Context: an optimization exercise on an open-source flow, tuned for small area, a short achievable clock period and few clock cycles per item. The choices shown serve that exercise and are no tape-out recipe.
Where RTL was checked, it was by simulation tests only, not by an equivalence proof against the original.

Design hash, start of the top module:
module hash (
    input  logic         clk,
    input  logic         rst_n,
    input  logic         rx_valid,
    input  logic [7:0]   rx_data,
    output logic         hash_done,
    output logic [255:0] fin_hash
);
  localparam logic [31:0] IV0 = 32'h6a09e667, IV1 = 32'hbb67ae85,
                          IV2 = 32'h3c6ef372, IV3 = 32'ha54ff53a,
                          IV4 = 32'h510e527f, IV5 = 32'h9b05688c,
                          IV6 = 32'h1f83d9ab, IV7 = 32'h5be0cd19;
  logic       in_byte, in_term;    
  logic [7:0] in_data;
  assign in_byte = rx_valid && (rx_data != 8'h0d);
  assign in_term = rx_valid && (rx_data == 8'h0d);
  assign in_data = rx_data;
  logic       recv;       
  logic       gen;        
  logic [5:0] cnt;        
  logic [5:0] w;          
  logic       wf;         
  logic       qv, ql, qp;  
  logic       done;
  logic wr, term, put, newword, shift, start;
  assign wr      = in_byte && !gen;           
  assign term    = in_term && recv;           
  assign start   = in_byte && !recv && !gen;  
  assign put     = wr || term;                
  assign newword = (cnt[1:0] == 2'd0);
  assign shift   = (put && newword) || (gen && (w != 6'd63));
  always_ff @(posedge clk or negedge rst_n)
    if (!rst_n) begin
      recv <= 1'b0;
  ...
==> flow/config.mk <==
export PLATFORM = sky130hd
export DESIGN_NAME = hash
export DESIGN_NICKNAME = hash
export VERILOG_FILES = /design/flow/design.v
export SDC_FILE = /design/flow/constraint.sdc
export NUM_CORES = 4
export LEC_CHECK = 0
export CAP_MARGIN = 20
export CORE_MARGIN = 2
export CORE_UTILIZATION = 40
export SLEW_MARGIN = 20
==> flow/constraint.sdc <==
create_clock -name core_clock -period 11.0 [get_ports {clk}]
set_input_delay 2.2000 -clock core_clock [delete_from_list [all_inputs] [get_ports {clk}]]
set_output_delay 2.2000 -clock core_clock [all_outputs]
set_load 0.01 [all_outputs]
standard.sh (not shown) runs the stock make flow with config.mk's settings and CLKGATE_MAP_FILE= SYNTH_SCRIPT=/design/flow/synth_recipe.tcl, a recipe that flattens the netlist after the stock synthesis.
==> flow/flow/run.sh <==
#!/bin/bash
# Standard ORFS layout, with setup repair aimed below the clock period.
set -euo pipefail
bash standard.sh SETUP_SLACK_MARGIN=6.5 finish > orfs_flow.log 2>&1
Rerun with:
--- a/flow/design.v
+++ b/flow/design.v
@@ -5,54 +5,58 @@
     input  logic         rx_valid,
     input  logic [7:0]   rx_data,
     output logic         hash_done,
     output logic [255:0] fin_hash
 );
   localparam logic [31:0] IV0 = 32'h6a09e667, IV1 = 32'hbb67ae85,
                           IV2 = 32'h3c6ef372, IV3 = 32'ha54ff53a,
                           IV4 = 32'h510e527f, IV5 = 32'h9b05688c,
                           IV6 = 32'h1f83d9ab, IV7 = 32'h5be0cd19;
   logic       in_byte, in_term;    
   logic [7:0] in_data;
-  assign in_byte = rx_valid && (rx_data != 8'h0d);
-  assign in_term = rx_valid && (rx_data == 8'h0d);
-  assign in_data = rx_data;
+  always_ff @(posedge clk or negedge rst_n)
+    if (!rst_n) begin
+      in_byte <= 1'b0;
+      in_term <= 1'b0;
+    end else begin
+      in_byte <= rx_valid && (rx_data != 8'h0d);
+      in_term <= rx_valid && (rx_data == 8'h0d);
+    end
+  always_ff @(posedge clk) in_data <= rx_data;
   logic       recv;       
   logic       gen;        
   logic [5:0] cnt;        
   logic [5:0] w;          
   logic       wf;         
-  logic       qv, ql, qp;  
+  logic       qv, ql;     
   logic       done;
   logic wr, term, put, newword, shift, start;
   assign wr      = in_byte && !gen;           
   assign term    = in_term && recv;           
   assign start   = in_byte && !recv && !gen;  
   assign put     = wr || term;                
   assign newword = (cnt[1:0] == 2'd0);
   assign shift   = (put && newword) || (gen && (w != 6'd63));
   always_ff @(posedge clk or negedge rst_n)
     if (!rst_n) begin
       recv <= 1'b0;
       gen  <= 1'b0;
       cnt  <= '0;
       w    <= '0;
       wf   <= 1'b0;
       qv   <= 1'b0;
       ql   <= 1'b0;
-      qp   <= 1'b0;
       done <= 1'b0;
     end else begin
       qv   <= wf;
       ql   <= wf && (w == 6'd63);
-      qp   <= wf && (w == 6'd62);
       done <= qv && ql;
       wf   <= 1'b0;
       if (gen) begin
         if (w != 6'd63) begin
           w  <= w + 6'd1;
           wf <= 1'b1;
         end else begin
           gen <= 1'b0;
           cnt <= '0;
         end
       end else if (term) begin
@@ -98,34 +102,36 @@
   logic [31:0] a1s, a1c, b1s, b1c, a2s, a2c, a3s, a3c;
   logic [31:0] e1s, e1c, e2s, e2c, e3s, e3c;
   assign s1  = bsig1(e);
   assign chv = ch(e, f, g);
   assign s0  = bsig0(a);
   assign mj  = maj(a, b, c);
   assign {a1c, a1s} = csa(h, q, mj);
   assign {b1c, b1s} = csa(s1, chv, s0);
   assign {a2c, a2s} = csa(a1s, a1c, b1s);
   assign {a3c, a3s} = csa(a2s, a2c, b1c);
   assign an = a3s + a3c;
+  logic [31:0] ef, exs, exc;
+  assign ef = ql ? (IV4 - IV0) : 32'd0;
   assign {e1c, e1s} = csa(d, h, q);
-  assign {e2c, e2s} = csa(e1s, e1c, s1);
+  assign {exc, exs} = csa(e1s, e1c, ef);
+  assign {e2c, e2s} = csa(exs, exc, s1);
   assign {e3c, e3s} = csa(e2s, e2c, chv);
   assign en = e3s + e3c;
   always_ff @(posedge clk) begin
     if (start) begin
       a <= IV0; b <= IV1; c <= IV2; d <= IV3;
       e <= IV4; f <= IV5; g <= IV6; h <= IV7;
     end else if (qv) begin
       a <= an;                         b <= a + (ql ? IV1 : 32'd0);
-      c <= b + (ql ? IV2 : 32'd0);
-      d <= c + (ql ? IV3 : qp ? IV4 - IV0 : 32'd0);
+      c <= b + (ql ? IV2 : 32'd0);     d <= c + (ql ? IV3 : 32'd0);
       e <= en;                         f <= e + (ql ? IV5 : 32'd0);
       g <= f + (ql ? IV6 : 32'd0);     h <= g + (ql ? IV7 : 32'd0);
     end
   end
   assign hash_done = done;
   assign fin_hash  = {a, b, c, d, e, f, g, h};
   function automatic logic [63:0] csa(input logic [31:0] x, y, z);
     csa = {((x & y) | (x & z) | (y & z)) << 1, x ^ y ^ z};
   endfunction
   function automatic logic [31:0] rotr(input logic [31:0] x, input int n);
     rotr = (x >> n) | (x << (32 - n));
=> The new run went through all stages and came out clean; worst setup slack is better by 0.049 ns; via count is higher by 3.4%; final cell count goes up by 3.0%; global-route usage grows by 0.76 points; utilization is higher by 0.48 points; wire length goes up by about 4%; cell area rises by 2.7%.
Testbench counts after the change, summed over its fixed seeds: cycles 17,024, items 192.
No functional check of the RTL was part of the first run of this note.

==> re-timing with driven ports <==
No port has a modelled driver above. Below, the same layouts with a new extraction and two added sets of constraints.
Step 1 assumes that a clkbuf_16 drives the clock port and a buf_2 every other input.
Step 2, shift: input delay + t, output delay - t, t = (earliest + latest rising clock arrival at the registers) / 2. This alone moves slack from input paths to output paths.
a / b / c = ideal ports / drivers / drivers and shift; a / b = the first two.
run | shift t [ns] | setup slack, ns | hold WS [ns] | worst setup path after step 2 | slew at the worst register clock pin (ns)
the first run | 0.752 | 6.084 / 6.084 / 5.886 | 0.386 / 0.386 / 0.386 | input to register | 0.08 / 0.08
the second run | 0.758 | 6.133 / 6.133 / 6.133 | 0.385 / 0.385 / 0.385 | register to register | 0.07 / 0.07
After both steps every run listed still meets setup and hold. For the first run, which loses most, drivers alone change the setup slack by 0.000 ns; drivers and shift together by -0.198 ns.
